Context: an optimization exercise on an open-source flow, tuned for small area. The choices shown serve that exercise and are no tape-out recipe. Only simulation tests tie the RTL to the original design; equivalence was not proved.

[flow/config.mk]
export PLATFORM = sky130hd
export DESIGN_NAME = comms
export DESIGN_NICKNAME = comms
export VERILOG_FILES = /design/flow/design.v
export SDC_FILE = /design/flow/constraint.sdc
export NUM_CORES = 4
export LEC_CHECK = 0
export CAP_MARGIN = 20
export CORE_MARGIN = 2
export CORE_UTILIZATION = 40
export SLEW_MARGIN = 20
[flow/constraint.sdc]
create_clock -name core_clock -period 80.0 [get_ports {clk}]
set_input_delay 16.0000 -clock core_clock [delete_from_list [all_inputs] [get_ports {clk}]]
set_output_delay 16.0000 -clock core_clock [all_outputs]
set_load 0.01 [all_outputs]
[flow/design.v]
`timescale 1ns / 1ps
module pulse_generator(
    input clk,
    input reset,
    input src,
    output pulse
);
parameter INIT = 2'b00,
            GEN = 2'b01,
            WAIT = 2'b11;
reg [1:0] current_state;
reg [1:0] next_state;
assign pulse = (current_state == GEN) ? 1'b1 : 1'b0;
always @ (*)
begin
    if (src == 1) begin
        case (current_state)
        INIT :
            next_state = GEN;
        GEN :
            next_state = WAIT;
        WAIT :
            next_state = WAIT;
        default :
            next_state = INIT;
        endcase
    end else begin
        next_state = INIT;
    end
end
always @ (posedge clk or posedge reset)
begin
    if (reset) begin
        current_state <= INIT;
    end else begin
        current_state <= next_state;
    end
end
endmodule
`timescale 1ns / 1ps
module uart_byte_tx (
    input clk,
    input reset,
    input [19:0] speed,
    input [7:0] tx_data,
    input pulse,
    output reg tx,
    output reg tx_busy
);
localparam DATA_BIT = 4'd8;
reg [3:0] i;
reg [19:0] counter;
reg [DATA_BIT + 1:0] frame;
wire [19:0] COUNT_VALUE = 1000_000_00 / speed;
always @ (*)
begin
    frame = {1'b1, tx_data, 1'b0};
end
always @ (posedge clk or posedge reset)
begin
    if (reset) begin
        counter <= 1'b0;
        tx <= 1'b1;
        i <= 0;
        tx_busy <= 0;        
    end else begin
        if (pulse) begin
            tx_busy <= 1'b1;
        end else if (i == DATA_BIT + 3) begin
           tx_busy <= 1'b0;
           tx <= 1'b1;
           counter <= 0;
        end    
        if (tx_busy) begin
            if (counter == 0) begin
                if (i <= DATA_BIT + 1) begin
                    tx <= frame[i];
                end
                i <= i + 1;
                counter <= counter + 1;
            end else if (counter == COUNT_VALUE) begin
                counter <= 0;
            end else begin
                counter <= counter + 1;
            end
        end else begin
            i <= 0;
        end
    end
end
endmodule
`timescale 1ns / 1ps
module uart_rx (
    input clk,
    input reset,
    input [19:0] speed,
    input rx,
    input clr_buffer,
    output [7:0] rx_data,
    output reg rx_busy
);
localparam DATA_BIT = 4'd8;
reg [DATA_BIT:0] frame;
reg [19:0] counter;
reg [4:0] i;
wire [19:0] COUNT_VALUE = 1000_000_00 / speed;
assign rx_data = frame[DATA_BIT:1];
always @ (posedge clk or posedge reset)
begin
    if (reset) begin
        frame <= 0;
        counter <= 0;
        i <= 0;
        rx_busy <= 1'b0;
    end else begin
        if (clr_buffer) begin
            frame <= 0;
            counter <= 0;
            i <= 0;
            rx_busy <= 0;
        end else begin        
            if (rx_busy == 1'b0 && rx == 0) begin
                rx_busy <= 1'b1;
            end else if (rx_busy == 1'b1) begin
                if (counter == COUNT_VALUE / 2) begin
                    if (i <= DATA_BIT) frame[i] <= rx;    
                    i <= i + 1;
                    counter <= counter + 1;
                end else if (counter == COUNT_VALUE) begin
                    counter <= 0;
                    if (i == DATA_BIT + 1) begin
                        rx_busy <= 1'b0;
                        i <= 0;
                    end
                end else begin
                    counter <= counter + 1;
                end
            end
        end
    end
end
endmodule
`timescale 1ns / 1ps
module uart_8bytes_tx(
    input clk,
    input reset,
    input [19:0] speed,
    input [63:0] bytes2send,
    input [3:0] bytes_num,
    input pulse,
    output tx,
    output reg tx_busy_8bytes
);
localparam IDLE = 3'd0;
localparam READY = 3'd1;
localparam TRIGGER = 3'd2;
localparam XMIT = 3'd3;
reg send_byte;
reg [2:0] state, next_state;
reg [63:0] fifo;
reg signed [7:0] ptr;
reg [7:0] byte2send;
wire tx_busy_1byte;
reg [1:0] tx_busy_r;
uart_byte_tx uart_byte_tx(.clk(clk), .reset(reset), .speed(speed), .tx_data(byte2send), .pulse(send_byte), .tx(tx), .tx_busy(tx_busy_1byte));
always @ (*)
begin
    if (state == IDLE) begin
        if (pulse) begin
            next_state = READY;
        end else begin
            next_state = state;
        end
    end else if (state == READY) begin
        next_state = TRIGGER;
    end else if (state == TRIGGER) begin
        next_state = XMIT;
    end else if (state == XMIT) begin                
        if (tx_busy_r == 2'b10 && ptr > 0) begin
            next_state = TRIGGER;
        end else if (ptr == -1) begin
            next_state = IDLE;
        end else begin
            next_state = state;
        end
    end else begin
        next_state = IDLE;
    end
end
always @ (posedge clk or posedge reset)
begin
    if (reset) begin
        state <= IDLE;
    end else begin
        state <= next_state;
    end
end
always @ (posedge clk)
begin
    tx_busy_r <= {tx_busy_r[0], tx_busy_1byte};
end
always @ (posedge clk or posedge reset)
begin
    if (reset) begin
        send_byte <= 0;
        fifo <= 0;
        ptr <= 63;
        tx_busy_8bytes <= 0;
        byte2send <= 0;
    end else begin
        if (state == IDLE) begin
            send_byte <= 0;
            fifo <= 0;
            ptr <= 8 * bytes_num - 1;
            if (pulse) 
                tx_busy_8bytes <= 1;
            else
                tx_busy_8bytes <= 0;
        end else if (state == READY) begin
            fifo <= bytes2send;
        end else if (state == TRIGGER) begin
            if (ptr >= 7) 
                byte2send <= fifo[ptr -: 8];
            send_byte <= 1;
            ptr <= ptr - 8;
        end else if (state == XMIT) begin
            send_byte <= 0;
        end
    end
end
endmodule
`timescale 1ns / 1ps
module uart(
    input clk,
    input reset,
    input send,
    input [19:0] speed,  
    input [7:0] tx_data,
    input rx,
    output tx,
    output [7:0] rx_data
);
wire pulse;
pulse_generator pulse_generator(.clk(clk), .reset(reset), .src(send), .pulse(pulse));
uart_rx uart_rx(.clk(clk), .reset(reset), .speed(speed), .rx(rx), .rx_data(rx_data), .rx_busy(), .clr_buffer(1'b0));
uart_byte_tx uart_byte_tx(.clk(clk), .reset(reset), .speed(speed), .tx_data(tx_data), .pulse(pulse), .tx(tx));
endmodule
`timescale 1ns / 1ps
module console(
    input clk,
    input reset,
    input rx,
    output tx,
    output reg [1:0] mode,
    output reg [19:0] uart_speed,
    output reg [27:0] spi_speed,
    output reg spi_mode,
    output reg spi_cpol,
    output reg spi_cpha,
    output reg i2c_mode,
    output reg [23:0] i2c_speed
);
parameter UART = 2'd0;
parameter SPI = 2'd1;
parameter I2C = 2'd2;
parameter [19:0] SERIAL_SPEED = 115200;
localparam STANDBY = 2'd0;
localparam RESPOND = 2'd1;
localparam WAIT = 2'd2;
localparam CR = 8'h0d;
localparam LF = 8'h0a;
localparam [31:0] OK_RESPONSE = {"ok", CR, LF};
localparam [55:0] ERROR_RESPONSE = {"error", CR, LF};
localparam MAX_CMD_BITS = 8*20;
localparam SLAVE = 1'b0;
localparam MASTER = 1'b1;
reg clear_buffer;
wire rx_busy;
reg [1:0] rx_busy_r; 
always @ (posedge clk or posedge reset) 
begin 
    if (reset) begin
        rx_busy_r <= 0; 
    end else begin 
        rx_busy_r <= {rx_busy_r[0], rx_busy}; 
    end
end
wire rx_busy_fedge = (rx_busy_r == 2'b10);
wire [7:0] received_byte;
reg send;
reg [63:0] response;
reg [3:0] response_chars_num;
wire tx_busy;
reg [1:0] tx_busy_r;
wire tx_busy_fedge = (tx_busy_r == 2'b10);
always @ (posedge clk or posedge reset)
begin
    if (reset) begin
        tx_busy_r <= 0;
    end else begin
        tx_busy_r <= {tx_busy_r[0], tx_busy};
    end
end
reg [MAX_CMD_BITS:1] command;
uart_rx console_rx(.clk(clk), .reset(reset), .speed(SERIAL_SPEED), .rx(rx), .rx_data(received_byte), .rx_busy(rx_busy), .clr_buffer(clear_buffer));
uart_8bytes_tx console_tx(.clk(clk), .reset(reset), .speed(SERIAL_SPEED), .bytes2send(response), .bytes_num(response_chars_num), .pulse(send), .tx(tx), .tx_busy_8bytes(tx_busy));
reg [3:0] state, next_state;
always @ (*)
begin
    if (state == STANDBY) begin
        if (rx_busy_fedge && (received_byte == "\n"))
            next_state = RESPOND;
        else
            next_state = state;
    end else if (state == RESPOND) begin
        next_state = WAIT;
    end else if (state == WAIT) begin
        if (tx_busy_fedge)
            next_state = STANDBY;
        else
            next_state = state;        
    end else begin
        next_state = STANDBY;
    end
end
always @ (posedge clk or posedge reset)
begin
    if (reset) begin
        state <= STANDBY;
    end else begin
        state <= next_state;
    end
end
always @ (posedge clk or posedge reset)
begin
    if (reset) begin
        response <= 0;
        command <= 0;
        send <= 0;
        mode <= SPI;
        uart_speed <= 9600;
        spi_speed <= 1_000_000;
        i2c_speed <= 100_000; 
        spi_mode <= SLAVE;
        spi_cpol <= 0;
        spi_cpha <= 0;
        i2c_mode <= SLAVE;        
        response_chars_num <= 0;
        clear_buffer <= 0;
    end else begin
        if (state == STANDBY) begin
            send <= 0;
            if (rx_busy_fedge) begin
                command <= {command, received_byte};    
                clear_buffer <= 1;
            end else begin
                clear_buffer <= 0;
            end
        end else if (state == RESPOND) begin
            send <= 1;
            command <= 0;
            clear_buffer <= 0;            
            if (command == {"AT", CR, LF}) begin
                response <= OK_RESPONSE;
                response_chars_num <= 4;
            end else if (command == {"AT+MODE=UART", CR, LF}) begin
                response <= OK_RESPONSE;
                response_chars_num <= 4;
                mode <= UART;
            end else if (command == {"AT+MODE=SPI", CR, LF}) begin
                response <= OK_RESPONSE;
                response_chars_num <= 4;
                mode <= SPI;                    
            end else if (command == {"AT+MODE=I2C", CR, LF}) begin
                response <= OK_RESPONSE;
                response_chars_num <= 4;
                mode <= I2C;                
            end else if (command == {"AT+SPI=MASTER", CR, LF}) begin
                spi_mode <= MASTER;
                response <= OK_RESPONSE;
                response_chars_num <= 4;                
            end else if (command == {"AT+SPI=SLAVE", CR, LF}) begin
                spi_mode <= SLAVE;
                response <= OK_RESPONSE;
                response_chars_num <= 4;                
            end else if (command == {"AT+CPOL=1", CR, LF}) begin
                spi_cpol <= 1;
                response <= OK_RESPONSE;
                response_chars_num <= 4;                
            end else if (command == {"AT+CPOL=0", CR, LF}) begin
                spi_cpol <= 0;
                response <= OK_RESPONSE;
                response_chars_num <= 4;                
            end else if (command == {"AT+CPHA=1", CR, LF}) begin
                spi_cpha <= 1;
                response <= OK_RESPONSE;
                response_chars_num <= 4;                
            end else if (command == {"AT+CPHA=0", CR, LF}) begin
                spi_cpha <= 0;
                response <= OK_RESPONSE;
                response_chars_num <= 4;                           
            end else if (command == {"AT+I2C=MASTER", CR, LF}) begin
                i2c_mode <= MASTER;
                response <= OK_RESPONSE;
                response_chars_num <= 4;                
            end else if (command == {"AT+I2C=SLAVE", CR, LF}) begin
                i2c_mode <= SLAVE;
                response <= OK_RESPONSE;
                response_chars_num <= 4;                
            end else if (command[128 : 25] == "AT+UARTSPEED=") begin
                case (command[24 : 1])  
                    {"1", CR, LF} : begin
                        response <= OK_RESPONSE;
                        response_chars_num <= 4;
                        uart_speed <= 1200;     
                    end               
                    {"2", CR, LF} : begin
                        response <= OK_RESPONSE;
                        response_chars_num <= 4;
                        uart_speed <= 4800;
                    end
                    {"3", CR, LF} : begin
                        response <= OK_RESPONSE;
                        response_chars_num <= 4;
                        uart_speed <= 9600;                    
                    end
                    {"4", CR, LF} : begin
                        response <= OK_RESPONSE;
                        response_chars_num <= 4;
                        uart_speed <= 115200;                    
                    end
                    {"5", CR, LF} : begin
                        response <= OK_RESPONSE;
                        response_chars_num <= 4;
                        uart_speed <= 921600;
                    end
                    default : begin
                        response <= ERROR_RESPONSE;
                        response_chars_num <= 7;
                    end
                endcase
            end else if (command[120 : 25] == "AT+SPISPEED=") begin     
                case (command[24 : 1])  
                    {"1", CR, LF} : begin
                        response <= OK_RESPONSE;
                        response_chars_num <= 4;
                        spi_speed <= 100_000;
                    end
                    {"2", CR, LF} : begin
                        response <= OK_RESPONSE;
                        response_chars_num <= 4;       
                        spi_speed <= 500_000;     
                    end               
                    {"3", CR, LF} : begin
                        response <= OK_RESPONSE;
                        response_chars_num <= 4;   
                        spi_speed <= 1_000_000;                    
                    end
                    {"4", CR, LF} : begin
                        response <= OK_RESPONSE;
                        response_chars_num <= 4;       
                        spi_speed <= 10_000_000;
                    end
                    {"5", CR, LF} : begin
                        response <= OK_RESPONSE;
                        response_chars_num <= 4;   
                        spi_speed <= 50_000_000;
                    end
                    default : begin
                        response <= ERROR_RESPONSE;
                        response_chars_num <= 7;
                    end
                endcase                
            end else if (command[120 : 25] == "AT+I2CSPEED=") begin           
                case (command[24 : 1])  
                    {"1", CR, LF} : begin
                        response <= OK_RESPONSE;
                        response_chars_num <= 4;
                        i2c_speed <= 100_000;
                    end
                    {"2", CR, LF} : begin
                        response <= OK_RESPONSE;
                        response_chars_num <= 4;
                        i2c_speed <= 100_000;                    
                    end
                    {"3", CR, LF} : begin
                        response <= OK_RESPONSE;
                        response_chars_num <= 4;
                        i2c_speed <= 100_000;                    
                    end
                    {"4", CR, LF}: begin
                        response <= OK_RESPONSE;
                        response_chars_num <= 4;
                        i2c_speed <= 400_000; 
                    end
                   {"5", CR, LF} : begin
                        response <= OK_RESPONSE;
                        response_chars_num <= 4;       
                        i2c_speed <= 3_400_000;
                    end
                    default : begin
                        response <= ERROR_RESPONSE;
                        response_chars_num <= 7;
                    end
                endcase  
            end else begin
                response <= ERROR_RESPONSE;
                response_chars_num <= 7;
            end
        end else if (state == WAIT) begin
            send <= 0;
        end
    end
end     
endmodule
`timescale 1ns / 1ps
module spi_master(
    input clk,
    input reset,
    input pulse1,
    input pulse2,
    input [27:0] speed,
    input [7:0] data2send,
    input cpol,
    input cpha,
    input miso,
    output reg sclk,
    output reg cs1,
    output reg cs2,
    output reg mosi,
    output reg [7:0] data_received
);
localparam IDLE = 3'd0;
localparam CHIP1SELECT = 3'd1;
localparam CHIP2SELECT = 3'd2;
localparam CPHA0DELAY = 3'd3;
localparam CPHA1DELAY = 3'd4;
localparam CPHA0_DATA_PHASE = 3'd5;
localparam CPHA1_DATA_PHASE = 3'd6;
reg [7:0] counter;
reg signed [4:0] bit4tx;
reg signed [4:0] bit4rx;
reg [3:0] state, next_state;
reg activate_counter;
wire [11:0] COUNT_VALUE = (100_000_000 / speed) - 1;
wire [10:0] HALF_COUNT_VALUE = (COUNT_VALUE + 1) / 2 - 1;
wire full_counted = (counter == COUNT_VALUE);
wire half_counted = (counter == HALF_COUNT_VALUE);
always @ (*)
begin
    case (state)
        IDLE : begin
            if (pulse1)
                next_state = CHIP1SELECT;
            else if (pulse2)                
                next_state = CHIP2SELECT;                                      
            else
                next_state = state;
        end
        CHIP1SELECT, CHIP2SELECT : begin
            if (cpha == 0)
                next_state = CPHA0_DATA_PHASE;
            else
                next_state = CPHA1DELAY;
        end
        CPHA1DELAY : begin
            if (half_counted)
                next_state = CPHA1_DATA_PHASE;
            else 
                next_state = state;
        end
        CPHA0_DATA_PHASE, CPHA1_DATA_PHASE: begin
            if (bit4tx == -1) begin
                if (cpha == 0)
                    next_state = CPHA0DELAY;
                else if (cpha == 1)
                    next_state = IDLE;
                else
                    next_state = IDLE;
            end else begin
                next_state = state;
            end
        end
        CPHA0DELAY : begin
            if (half_counted)
                next_state = IDLE;
            else
                next_state = state;
        end
        default : begin
            next_state = IDLE;
        end
    endcase
end
always @ (posedge clk or posedge reset)
begin : COUNTING_PROGRAM
    if (reset) begin
        counter <= 0;
    end else begin
        if (activate_counter) begin
            if (counter == COUNT_VALUE)
                counter <= 0;
            else
                counter <= counter + 1;
         end else begin
            counter <= 0;
         end
    end
end
always @ (posedge clk or posedge reset)
begin : STATE_FF
    if (reset) begin
        state <= IDLE;
    end else begin
        state <= next_state;
    end
end
always @ (posedge clk or posedge reset)
begin : SCLK_GENERATOR
    if (reset) begin
        sclk <= 1'b0;
    end else begin
        if (state == IDLE) begin
            sclk <= cpol;
        end else if (state == CPHA0_DATA_PHASE && bit4tx >=0) begin
            if(half_counted || full_counted) begin
                sclk <= ~sclk;
            end
        end else if (state == CPHA1_DATA_PHASE && bit4tx >= 0) begin
            if (counter == 0 || half_counted) begin
                sclk <= ~ sclk;
            end
        end else begin
            sclk <= 0;
        end
    end
end
always @ (posedge clk or posedge reset)
begin : CS_MOSI_GENERATOR
    if (reset) begin
        bit4tx <= 7;
        cs1 <= 1;
        cs2 <= 1;
        activate_counter <= 0;
        mosi <= 1'b0;
    end else begin
        if (state == IDLE) begin
            cs1 <= 1;
            cs2 <= 1;
            mosi <= 1'b0;
            bit4tx <= 7;           
            activate_counter <= 0;
        end else if (state == CHIP1SELECT) begin
            cs1 <= 0;        
        end else if (state == CHIP2SELECT) begin
            cs2 <= 0;           
        end else if (state == CPHA1DELAY) begin
            mosi <= 0;
            activate_counter <= 1;
            if (half_counted)
                activate_counter <= 0; 
        end else if (state == CPHA0_DATA_PHASE || state == CPHA1_DATA_PHASE) begin
            activate_counter <= 1;
            if (counter == 0) begin
                if (bit4tx >= 0) begin
                    mosi <= data2send[bit4tx];                    
                end 
            end else if (full_counted) begin
                bit4tx <= bit4tx - 1;
                if (bit4tx == -1)
                    activate_counter <= 0;
            end            
        end else if (state == CPHA0DELAY) begin
            mosi <= 1'b0;
            activate_counter <= 1;
        end
    end
end
always @ (posedge clk or posedge reset)
begin
    if (reset) begin
        data_received <= 0;
        bit4rx <= 7;
    end else begin
        if (bit4rx != -1) begin
            if (state == CPHA0_DATA_PHASE || state == CPHA1_DATA_PHASE) begin
                if (half_counted) begin
                    data_received[bit4rx] <= miso;
                    bit4rx <= bit4rx - 1;
                end 
            end
        end else begin
            bit4rx <= 7;
        end         
    end
end
endmodule
`timescale 1ns / 1ps
module spi_slave(
    input clk,
    input reset,
    input cpol,
    input cpha,
    input sclk,
    input cs,
    input mosi,
    input [7:0] data2send,
    output reg miso,
    output reg [7:0] data_received
);
reg [1:0] sclkr;
reg [1:0] csr;
reg signed [4:0] bit4tx;
wire cs_fedge = (csr == 2'b10);
wire cs_redge = (csr == 2'b01);
wire time2sample = (cpha == 0) ? (sclkr == {cpol, !cpol}) : (sclkr == {!cpol, cpol});
wire time2send = (bit4tx != -1) && (cpha == 0 ? ((sclkr == {!cpol, cpol}) || cs_fedge) : (sclkr == {cpol, !cpol}));
reg [3:0] state, next_state;
localparam IDLE = 2'd0;
localparam DATA_PHASE = 2'd1;
always @ (posedge clk or posedge reset)
begin : DETECT_CS
    if (reset) begin
        csr <= 2'b11;
    end else begin
        csr <= {csr[0], cs};
    end
end
always @ (posedge clk or posedge reset)
begin : DETECT_EDGE
    if (reset) begin
        sclkr <= 2'b00;
    end else begin
        sclkr <= {sclkr[0], sclk};
    end
end
always @ (*)
begin : NEXT_STATE_TABLE
    case (state)
        IDLE : begin
            if (cs_fedge) begin
                next_state = DATA_PHASE;
            end else begin
                next_state = state;
            end
        end
        DATA_PHASE : begin
            if (cs_redge) begin
                next_state = IDLE;
            end else begin
                next_state = state;
            end
        end
        default : begin
            next_state = IDLE;
        end
    endcase
end
always @ (posedge clk or posedge reset)
begin : STATE_FF
    if (reset) begin
        state <= IDLE;
    end else begin
        state <= next_state;        
    end
end
always @ (posedge clk or posedge reset)
begin : SLAVE_MOSI
    if (reset) begin
        data_received <= 0;
    end else begin
        if (state == DATA_PHASE) begin
            if (time2sample ) begin
                data_received <= {data_received[6:0], mosi};
            end
        end
    end
end
always @ (posedge clk or posedge reset)
begin : SLAVE_MISO
    if (reset) begin
        bit4tx <= 7;
    end else begin
        if (state == IDLE) begin
            if (time2send) begin
                miso <= data2send[bit4tx];
                bit4tx <= bit4tx - 1;
            end else begin
                miso <= 1'b0; 
                bit4tx <= 7;
            end       
        end else if (state == DATA_PHASE) begin
            if (time2send) begin
                miso <=  data2send[bit4tx];
                bit4tx <= bit4tx - 1;
            end
        end
    end
end
endmodule
`timescale 1ns / 1ps
module spi(
    input clk, 
    input reset, 
    input mode,  
    input [27:0] speed,
    input cpol,
    input cpha,
    input [7:0] data2send, 
    input send1, 
    input send2, 
    input master_miso, 
    input slave_mosi, 
    input slave_sclk, 
    input slave_cs, 
    output [7:0] data_received, 
    output master_sclk, 
    output master_mosi, 
    output slave_miso, 
    output master_cs1, 
    output master_cs2 
);
localparam SLAVE = 1'b0;
localparam MASTER = 1'b1;
wire [7:0] slave_data_received, master_data_received;
wire pulse1, pulse2;
assign data_received = (mode == SLAVE ? slave_data_received : master_data_received);
pulse_generator pulse_generator1(.clk(clk), .reset(reset), .src(send1), .pulse(pulse1));
pulse_generator pulse_generator2(.clk(clk), .reset(reset), .src(send2), .pulse(pulse2));
spi_master spi_master(.clk(clk), .reset(reset), .pulse1(pulse1), .pulse2(pulse2), .data2send(data2send), .speed(speed), .cpol(cpol), .cpha(cpha),
                      .sclk(master_sclk), .cs1(master_cs1), .cs2(master_cs2), .mosi(master_mosi), .miso(master_miso), .data_received(master_data_received));
spi_slave spi_slave(.clk(clk), .reset(reset), .cpol(cpol), .cpha(cpha), .sclk(slave_sclk), .cs(slave_cs), .mosi(slave_mosi),
                    .miso(slave_miso), .data2send(data2send), .data_received(slave_data_received));
endmodule
`timescale 1ns / 1ps
module i2c_master #(parameter NUM_OF_FRAMES = 2) (
    input clk,
    input reset,
    input [23:0] speed,
    input [6:0] addr2send,
    input [7:0] data2send,
    input pulse,
    output scl,
    input sda_i,
    output sda_o,
    output sda_oe
);
parameter [6:0] SLAVE_ADDRESS = 7'h33;
parameter [3:0] IDLE = 0;
parameter [3:0] START = 1;
parameter [3:0] ADDR = 2;
parameter [3:0] RW = 3;
parameter [3:0] ADDR_ACK = 4;
parameter [3:0] DATA1 = 5;
parameter [3:0] DATA1_ACK = 6;
parameter [3:0] DATA2 = 7;
parameter [3:0] DATA2_ACK = 8;
parameter [3:0] STOP = 9;
wire [9:0] COUNT_VALUE = (100_000_000 / speed) - 1; 
wire [9:0] PERIOD_4Q = COUNT_VALUE;
wire [9:0] PERIOD_3Q =  3 * COUNT_VALUE / 4;
wire [8:0] PERIOD_2Q =   COUNT_VALUE / 2;
wire [7:0] PERIOD_1Q =  COUNT_VALUE / 4;
reg reg_sda;
reg reg_scl;
wire sda_in;
reg sda_driving;
reg scl_driving;
reg [11:0] counter;
reg [3:0] state, next_state;
reg signed [4:0] bit_idx;
reg addr_acknowledged;
reg data_acknowledged;
assign sda_o = reg_sda;
assign sda_oe = sda_driving;
assign scl = scl_driving ? reg_scl : 1'b1;
assign sda_in = sda_i;
always @ (*)
begin
    if (state == IDLE) begin
        if (pulse) begin
            next_state = START;
        end else begin
            next_state = state;
        end
    end else if (state == START) begin
        if (counter == PERIOD_4Q) begin
            next_state = ADDR;
        end else begin
            next_state = state;
        end
    end else if (state == ADDR) begin
        if (bit_idx == -1 && counter == PERIOD_4Q) begin
            next_state = RW;
        end else begin
            next_state =  state;
        end
    end else if (state == RW) begin
        if (counter == PERIOD_4Q) begin
            next_state = ADDR_ACK;
        end else begin
            next_state = state;
        end    
    end else if (state == ADDR_ACK) begin
        if (counter == PERIOD_4Q) begin
            if (addr_acknowledged == 1 && (NUM_OF_FRAMES > 1)) begin
                next_state = DATA1;
            end else begin
                next_state = STOP;
            end
        end else begin
            next_state = state;
        end
    end else if (state == DATA1) begin
        if (bit_idx == -1 && counter == PERIOD_4Q) begin
            next_state = DATA1_ACK;
        end else begin
            next_state = state;
        end    
    end else if (state == DATA1_ACK) begin
        if (counter == PERIOD_4Q) begin
            next_state = STOP;            
        end else begin
            next_state = state;
        end
    end else if (state == STOP) begin
        if (counter == PERIOD_4Q) begin
            next_state = IDLE;
        end else begin
            next_state = state;
        end
    end else begin
        next_state = IDLE;
    end
end
always @ (posedge clk or posedge reset)
begin
    if (reset) begin
        state <= IDLE;
    end else begin
        state <= next_state;
    end
end
always @ (posedge clk or posedge reset)
begin : COUNTER
    if (reset) begin
        counter <= 0;    
    end else begin
        if (state != IDLE) begin
            if (counter == PERIOD_4Q) begin
                counter <= 0;
            end else begin
                counter <= counter + 1;
            end
        end
    end
end
always @ (posedge clk or posedge reset)
begin : SCL_GENERATOR
    if (reset) begin
        reg_scl <= 0;
        scl_driving <= 0;
    end else begin
            if (state == IDLE) begin
                scl_driving <= 0;
            end else begin             
                if (state == START) begin
                    scl_driving <= 1;               
                    if (counter == 0) begin
                        reg_scl <= 1;
                    end else if (counter == PERIOD_2Q) begin
                        reg_scl <= 0;
                    end
                end else if (state ==  STOP) begin
                    scl_driving <= 0;
                end else begin
                    if (counter == PERIOD_1Q) begin
                        reg_scl <= 1;
                    end else if (counter == PERIOD_3Q) begin
                        reg_scl <= 0;
                    end
                end
            end
    end
end
always @ (posedge clk or posedge reset)
begin : SDA_GENERATOR
    if (reset) begin
        bit_idx <= 6;
        addr_acknowledged <= 0;
        data_acknowledged <= 0;
        sda_driving <= 0;
        reg_sda <= 0;
    end else begin        
        if (state == IDLE) begin
            sda_driving <= 0;
            reg_sda <= 0;
            addr_acknowledged <= 0;
            data_acknowledged <= 0;            
            bit_idx <= 6;
        end else if (state == START) begin
            sda_driving <= 1;
            if (counter == 0) begin
                reg_sda <= 0;
            end else if (counter == PERIOD_4Q) begin
                reg_sda <= addr2send[bit_idx];
                bit_idx <= bit_idx - 1;
            end
        end else if (state == ADDR) begin
            if (counter == PERIOD_4Q) begin
                reg_sda <= (bit_idx >= 0 ? addr2send[bit_idx] : 1'b0);  
                bit_idx <= bit_idx - 1;    
            end
        end else if (state == RW) begin
            if (counter == PERIOD_4Q) begin
                sda_driving <= 0;            
            end
        end else if (state == ADDR_ACK) begin
            if (counter == PERIOD_1Q) begin
                bit_idx <= 7;            
                if (sda_in == 0) begin
                    addr_acknowledged <= 1;
                end else begin
                    addr_acknowledged <= 0;
                end
            end else if (counter == PERIOD_4Q) begin
                sda_driving <= 1;
                reg_sda <= 1;
                reg_sda <= data2send[bit_idx];
                bit_idx <= bit_idx - 1;                
            end
        end else if (state == DATA1) begin
            sda_driving <= 1;
            if (counter == PERIOD_4Q) begin
                if (bit_idx >= 0) begin
                    reg_sda <= data2send[bit_idx];
                    bit_idx <= bit_idx - 1;
                end else begin
                    sda_driving <= 0;
                end
            end
        end else if (state == DATA1_ACK) begin
            if (counter == PERIOD_1Q) begin
                if (sda_in == 0) begin
                    data_acknowledged <= 1;
                end else begin
                    data_acknowledged <= 0;
                end
            end else if (counter == PERIOD_3Q) begin
                sda_driving <= 1;
                reg_sda <= 0;
            end
        end else if (state == STOP) begin
            if (counter == 0) begin
                reg_sda <= 0;
            end else if (counter == PERIOD_4Q) begin
                sda_driving <= 0;
            end
        end
    end
end    
endmodule
`timescale 1ns / 1ps
module i2c_slave(
    input clk,
    input reset,
    input scl,
    input sda_i,
    output sda_o,
    output sda_oe,
    output reg [7:0] data_received
);
parameter [6:0] SLAVE_ADDRESS = 7'h33;
parameter [3:0] IDLE = 0;
parameter [3:0] START = 1;
parameter [3:0] ADDR = 2;
parameter [3:0] RW = 3;
parameter [3:0] ADDR_ACK = 4;
parameter [3:0] DATA1 = 5;
parameter [3:0] DATA1_ACK = 6;
parameter [3:0] DATA2 = 7;
parameter [3:0] DATA2_ACK = 8;
parameter [3:0] STOP = 9;
localparam [3:0] MAX_BIT = 8;
reg [6:0] received_address;
reg r_or_w;
reg [1:0] sclr, sdar;
reg [3:0] state, next_state;
reg signed [4:0] bit_count;
wire scl_redge = (sclr == 2'b01);
wire scl_fedge = (sclr == 2'b10);
wire sda_redge = (sdar == 2'b01);
wire sda_fedge = (sdar == 2'b10);
wire addr_match = (received_address == SLAVE_ADDRESS);
reg sda_driving;
wire sda_in;
reg sda_out;
wire sda = sda_i;
assign sda_o = sda_out;
assign sda_oe = sda_driving;
assign sda_in = sda_i;
task toIdleState;
begin
    bit_count <= 7;     
    sda_driving <= 0;
    sda_out <= 0;
    received_address <= 0;
    r_or_w <= 0;
end
endtask
always @ (*)
begin
    if (scl && sda_redge) begin
        next_state = IDLE;
    end else begin
        if (state == IDLE) begin
            if (scl && sda_fedge)
                next_state = START;
            else
                next_state = state;
        end else if (state == START) begin
            if (scl_redge)
                next_state = ADDR;
            else
                next_state = state;
        end else if (state == ADDR) begin
            if (scl_redge && bit_count == 0)
                next_state = RW;
            else 
                next_state = state;
        end else if (state == RW) begin
            if (scl_redge && bit_count == -1)
                next_state = ADDR_ACK;
            else 
                next_state = state;        
        end else if (state == ADDR_ACK) begin
            if (scl_redge)
                next_state = DATA1;
            else
                next_state = state;
        end else if (state == DATA1) begin
            if (scl_redge && bit_count == 0)
                next_state = DATA1_ACK;
            else
                next_state = state;
        end else if (state == DATA1_ACK) begin
            if (scl && sda_redge)
                next_state = IDLE;
            else
                next_state = state;
        end else begin
            next_state = IDLE;
        end
    end
end
always @ (posedge clk or posedge reset)
begin
    if (reset) begin
        sclr <= 2'b11;
        sdar <= 2'b11;
    end else begin
        sclr <= {sclr[0], scl};
        sdar <= {sdar[0], sda};
    end
end
always @ (posedge clk or posedge reset)
begin
    if (reset) begin
        state <= IDLE; 
    end else begin
        state <= next_state;
    end
end
always @ (posedge clk or posedge reset)
begin
    if (reset) begin
        toIdleState;
        data_received <= 0;    
    end else begin
        if (state == IDLE) begin
            toIdleState;
        end else if (state == ADDR) begin
            if (scl_fedge) begin
                if (bit_count >= 0) begin
                    if (bit_count > 0) begin
                        received_address <= {received_address[6:0], sda};
                    end
                    bit_count <= bit_count - 1;
                end
            end
        end else if (state == RW) begin
            if (scl_fedge) begin
                r_or_w <= sda_in;
                bit_count <= bit_count - 1;
                sda_driving <= 1;
                sda_out <= ~addr_match;
            end
        end else if (state == ADDR_ACK) begin
            bit_count <= 8;
            if (scl_fedge) begin
                sda_driving <= 0;        
            end
        end else if (state == DATA1) begin
            if (scl_fedge) begin
                if (bit_count > 0) begin
                    if (bit_count == 1) begin
                        sda_driving <= 1;
                        sda_out <= 0;
                    end
                    data_received <= {data_received[6:0], sda};                       
                    bit_count <= bit_count - 1;
                end
            end
        end else if (state == DATA1_ACK) begin
            if (scl_fedge) begin
                sda_driving <= 0;
            end
        end   
    end
end
endmodule
`timescale 1ns / 1ps
module i2c(
    input clk,
    input reset,
    input [23:0] speed,
    input mode,
    input [6:0] addr2send,
    input [7:0] data2send,
    input send,
    input slave_scl,
    input slave_sda_i,
    output slave_sda_o,
    output slave_sda_oe,
    output master_scl,
    input master_sda_i,
    output master_sda_o,
    output master_sda_oe,
    output [7:0] data_received
);
parameter [6:0] SLAVE_ADDRESS = 7'h33;
parameter [3:0] IDLE = 0;
parameter [3:0] START = 1;
parameter [3:0] ADDR = 2;
parameter [3:0] RW = 3;
parameter [3:0] ADDR_ACK = 4;
parameter [3:0] DATA1 = 5;
parameter [3:0] DATA1_ACK = 6;
parameter [3:0] DATA2 = 7;
parameter [3:0] DATA2_ACK = 8;
parameter [3:0] STOP = 9;
wire pulse;
pulse_generator pulse_generator1(.clk(clk), .reset(reset), .src(send), .pulse(pulse));
i2c_master i2c_master(.clk(clk), .reset(reset), .speed(speed), .addr2send(addr2send), .data2send(data2send), .pulse(pulse), .scl(master_scl), .sda_i(master_sda_i), .sda_o(master_sda_o), .sda_oe(master_sda_oe));
i2c_slave i2c_slave(.clk(clk), .reset(reset), .scl(slave_scl), .sda_i(slave_sda_i), .sda_o(slave_sda_o), .sda_oe(slave_sda_oe), .data_received(data_received));
endmodule
`timescale 1ns / 1ps
module comms(
    input clk,
    input BTNC,
    input BTNU,
    input BTND,
    input BTNR,
    input BTNL,
    input[7:0] D_SW,
    output [7:0] LED,    
    output JA1,
    input JA2,
    output JA3,
    input JA4,
    output JB1,
    input JB2,
    output JB3,
    output JB7,
    output JB8,
    input JA7,
    output JA8,
    input JA9,
    input JA10,
    output JB9,
    input JB10_I,
    output JB10_O,
    output JB10_OE,
    input JC1_N,
    input JC1_P_I,
    output JC1_P_O,
    output JC1_P_OE
);
parameter UART = 2'd0;
parameter SPI = 2'd1;
parameter I2C = 2'd2;
parameter [19:0] SERIAL_SPEED = 115200;
localparam STANDBY = 2'd0;
localparam RESPOND = 2'd1;
localparam WAIT = 2'd2;
localparam CR = 8'h0d;
localparam LF = 8'h0a;
localparam [31:0] OK_RESPONSE = {"ok", CR, LF};
localparam [55:0] ERROR_RESPONSE = {"error", CR, LF};
localparam MAX_CMD_BITS = 8*20;
parameter [6:0] SLAVE_ADDRESS = 7'h33;
parameter [3:0] IDLE = 0;
parameter [3:0] START = 1;
parameter [3:0] ADDR = 2;
parameter [3:0] RW = 3;
parameter [3:0] ADDR_ACK = 4;
parameter [3:0] DATA1 = 5;
parameter [3:0] DATA1_ACK = 6;
parameter [3:0] DATA2 = 7;
parameter [3:0] DATA2_ACK = 8;
parameter [3:0] STOP = 9;
wire [1:0] mode;
wire [7:0] uart_data_received;
wire [19:0] uart_speed;
wire [7:0] spi_data_received;
wire spi_mode, cpol, cpha;
wire [27:0] spi_speed;
wire [7:0] i2c_data_received;
wire i2c_mode;
wire [23:0] i2c_speed;
assign LED = (mode == UART ? uart_data_received : (mode == SPI ? spi_data_received : i2c_data_received));
console console(.clk(clk), .reset(BTNC), .tx(JA1), .rx(JA2), .mode(mode), .uart_speed(uart_speed), .spi_speed(spi_speed), 
                 .spi_mode(spi_mode), .spi_cpol(cpol), .spi_cpha(cpha),
                 .i2c_mode(i2c_mode), .i2c_speed(i2c_speed));   
uart uart(.clk(clk), .reset(BTNC), .speed(uart_speed), .send(BTND), .tx_data(D_SW), .rx(JA4), .tx(JA3), .rx_data(uart_data_received));
spi spi(.clk(clk), .reset(BTNC), .mode(spi_mode), .speed(spi_speed), .cpol(cpol), .cpha(cpha), .data2send(D_SW), .data_received(spi_data_received), 
        .send1(BTNR), .send2(BTNL), .master_sclk(JB1), .master_miso(JB2), .master_mosi(JB3), .master_cs1(JB7), .master_cs2(JB8),
         .slave_sclk(JA7), .slave_miso(JA8), .slave_mosi(JA9), .slave_cs(JA10));
i2c i2c(.clk(clk), .reset(BTNC), .speed(i2c_speed), .mode(i2c_mode), .addr2send(D_SW[6:0]), .data2send(D_SW), .send(BTNU),
        .master_scl(JB9), .master_sda_i(JB10_I), .master_sda_o(JB10_O), .master_sda_oe(JB10_OE),
        .slave_scl(JC1_N), .slave_sda_i(JC1_P_I), .slave_sda_o(JC1_P_O), .slave_sda_oe(JC1_P_OE), .data_received(i2c_data_received));
endmodule
[flow/run.sh]
#!/bin/bash
# synth_recipe.tcl (not shown) runs the flow's synth.tcl, then flattens the netlist and writes it again
# the make line also repeats each setting of config.mk as NAME=value (left out here)
make -C /OpenROAD-flow-scripts/flow DESIGN_CONFIG=/design/flow/config.mk WORK_HOME=/design/flow/orfs CLKGATE_MAP_FILE= SYNTH_SCRIPT=/design/flow/synth_recipe.tcl finish
==> run summary <==
## critical path, delay by kind of cell (launching register included)
family,cells,cell delay (ps)
compound gates,254,41570
simple gates,116,18310
flops,1,700
buf+inv,12,1740
mux,9,2480
fa+ha+maj,28,8470
xor+xnor,1,290
## routing by layer
| layer | part of all wire, % | vias to the layer above | GRT usage [%] | wire length, um |
|---|---|---|---|---|
| met5 | 0 | - | 0 | 0 |
| met4 | 2.9 | 0 | 6.66 | 7120 |
| met3 | 3.7 | 307 | 1.44 | 9110 |
| met2 | 47 | 1701 | 39.2 | 115000 |
| met1 | 47 | 38364 | 31.2 | 115000 |
| li1 | - | 40037 | - | - |
## path summary, 6_finish.rpt
check | cells past startpoint | slack [ps] | end
setup / recovery | 420 | 6150 | i2c.i2c_master.sda_driving
hold / removal | 0 | 360 | console.console_tx.tx_busy_r[1]
setup reg to reg | 420 | 6150 | i2c.i2c_master.sda_driving
hold reg to reg | 0 | 360 | console.console_tx.tx_busy_r[1]
max in group asynchronous | 5 | 61390 | i2c.i2c_slave.data_received[2]
min in group asynchronous | 2 | 15960 | console.console_tx.uart_byte_tx.tx_busy
## sequential cells by signal, indices dropped and copies added, names as in the netlist, 7 cells and up
name                                     cells
console.command                            160
console.spi_speed                           15
uart.uart_rx.frame                           8
console.console_tx.uart_byte_tx.counter     20
uart.uart_rx.counter                        20
uart.uart_byte_tx.counter                   20
spi.spi_master.counter                       8
i2c.i2c_slave.data_received                  8
console.uart_speed                           9
spi.spi_slave.data_received                  8
spi.spi_master.data_received                 8
console.console_tx.byte2send                 8
i2c.i2c_master.counter                      12
i2c.i2c_slave.received_address               7
console.console_rx.counter                  20
console.console_rx.frame                     8
## synthesized netlist by cell type, types with 238 or more instances
master | instances | area share [%]
xor2_1 | 314 | 3.4
xnor2_1 | 483 | 5.3
inv_1 | 439 | 2.1
nand2_1 | 1267 | 5.9
o21a_1 | 238 | 2.2
clkbuf_1 | 308 | 1.4
nand2b_1 | 262 | 2.0
a21oi_1 | 805 | 5.0
o21ai_0 | 898 | 5.6
nor2_1 | 969 | 4.5
nand3_1 | 278 | 1.7
dfrtp_1 | 420 | 13
a21o_1 | 397 | 3.7
ha_1 | 911 | 14
nor3_1 | 291 | 1.8
## stage by stage
stage          setup WS, ps  setup TNS [ps]  instances
3_3_place_gp            173               0      13414
4_1_cts                70.0               0      13521
3_5_place_dp          -1690           -8550      13414
5_1_grt                -251            -251      13562
6_report               6150               0      13562
2_1_floorplan          1340               0      10983
## timing repair
action,CTS,global route
pin swaps,2,19
gates resized for setup,19,115
cloned,0,3
hold buffers,0,0
endpoints found under the setup margin,24,24
setup buffers,7,35
## kinds of logic (layout without fill, tap and decap cells)
kind of cell	count (synthesis)	after routing	share of synthesized area, %
xor gates and xnor gates	801	801	8.81
DFF	465	465	14.6
other	1	10	0.00468
AOI/OAI and AO/OA	3463	3463	28.1
and+or+nand+nor	4141	4142	25.2
adders and majority gates	914	914	14.3
buffers and inverters	823	743	3.94
muxes	368	368	5.10
## layout make-up
type	count	area share, %
diodes	2	0.00582
clock buffers	72	1.71
clock inverters	28	0.426
inverters	444	1.95
multi-input cells	9696	76.5
flip-flops and latches	465	13.6
well taps	2656	3.86
repair buffers	199	1.98
==> flow_metrics.tcl <==
set metrics [dict create \
    multi_input_area_um2 65800 \
    fin_skew_ps 39.1 \
    crit_path_start_kind "register" \
    ant_nets 0 \
    num_rows 164 \
    synthArstFlopShare_pct 99.4 \
    cts_max_level 2 \
    yosysWarnings 9 \
    syn_area_um2 80100 \
    root_buffer "clkbuf_16" \
    regArea_um2 11700 \
    clk_pin_slew_ps 60 \
    drt-total-wl_mm 246 \
    wire_per_inst_um 18.2 \
    synth_cells 10976 \
    critPathArrivalTime_ps 74400 \
    final_common_cell "nand2_1" \
    start_util_pct 40.2 \
    postPlaceCellArea_um2 83400 \
    placeableCoreArea_um2 199000 \
    final_cell_mix "nand2_1 (1,265), nor2_1 (963), ha_1 (910)" \
    hold_start "console.console_tx.tx_busy_r[0]" \
    num-fill-cells 20263 \
    first_global_vias 76064 \
    drc_errors 0 \
    r2r-start "console.i2c_speed[10]" \
    io_pins 43 \
    grt_pass1_wl_mm 398 \
    period_minus_slack_ps 73850 \
    final_area_um2 86000 \
    vias 80409 \
    synth-edff-count 1 \
    ys.flop_type "dfrtp_1" \
    die_area_um2 204000 \
    hold_path_class "reg -> reg" \
    syn_area_per_cell_um2 7.30 \
    maxCapViolCount 0 \
    crit_type "reg -> reg" \
    final_core_util_pct 43.1 \
    place_hpwl_mm 189 \
    gp_congestion 0.915 \
    first_pass_iters 6 \
    end_kind "register" \
    yosys.cell_types.count 133 \
    drive_gt1_share_pct 7.34 \
    clkLatencyLatePin_ps 660 \
    die_h_um 452 \
    synth-seq-area-share_pct 14.6 \
    fin_crit_sh_pct 92.3 \
    hold_viol_final 0 \
    clockBufferDepth 3 \
    status "timing/DRC/antenna clean" \
    setup_viol 0 \
    cts_tree "built" \
    maxSlewHeadroom_pct 17.7 \
    area_growth_pct 7.35 \
    yosys_register_bits 465 \
    cts.sinks 465 \
    slew_viol_final 0 \
    grt_max_degree 274 \
    cpPeakStageDelay_ps 700 \
    tightest_slew_ps 1220 \
    grtUsageTotal_pct 23.0 \
    fmax_ghz 0.0135 \
    nNetsFinal 11796 \
    drtIter0Drc 6006 \
    grt_overflow 0 \
    hold-worst-slack_ps 361 \
    startpoint "console.i2c_speed[10]" \
    portBuffers 42 \
    antenna_found_initial 4 \
    die_w_um 452 \
    cts_inserted_buffers 53 \
    viasPerCell 5.93 \
    crit_path_top_delay_cell "dfstp_4" \
    cp_max_fo 25 \
    required_ps 80550 \
]

re-timing with driven ports:
No port has a modelled driver above. Below, the same layout with a new extraction and two added sets of constraints.
Step 1: set_driving_cell puts a clkbuf_16 on clk and a buf_2 on each other input, an assumption about the parent block.
Step 2 adds t to the input delays and takes it off the output delays; t is the mean of the earliest and latest rising clock arrival at the registers after step 1. Input paths then give back, and output paths get back, about the clock's delay inside the block.
Slacks: ideal ports / drivers / drivers and shift; pairs: ideal ports / drivers.
t, ns: 0.718
slack for setup (ns): 6.153 / 6.153 / 6.153
hold slack, ns: 0.361 / 0.361 / 0.361
After both steps setup and hold are still met in this run. For this run, drivers alone change the setup slack by 0.000 ns; drivers and shift together by 0.000 ns.
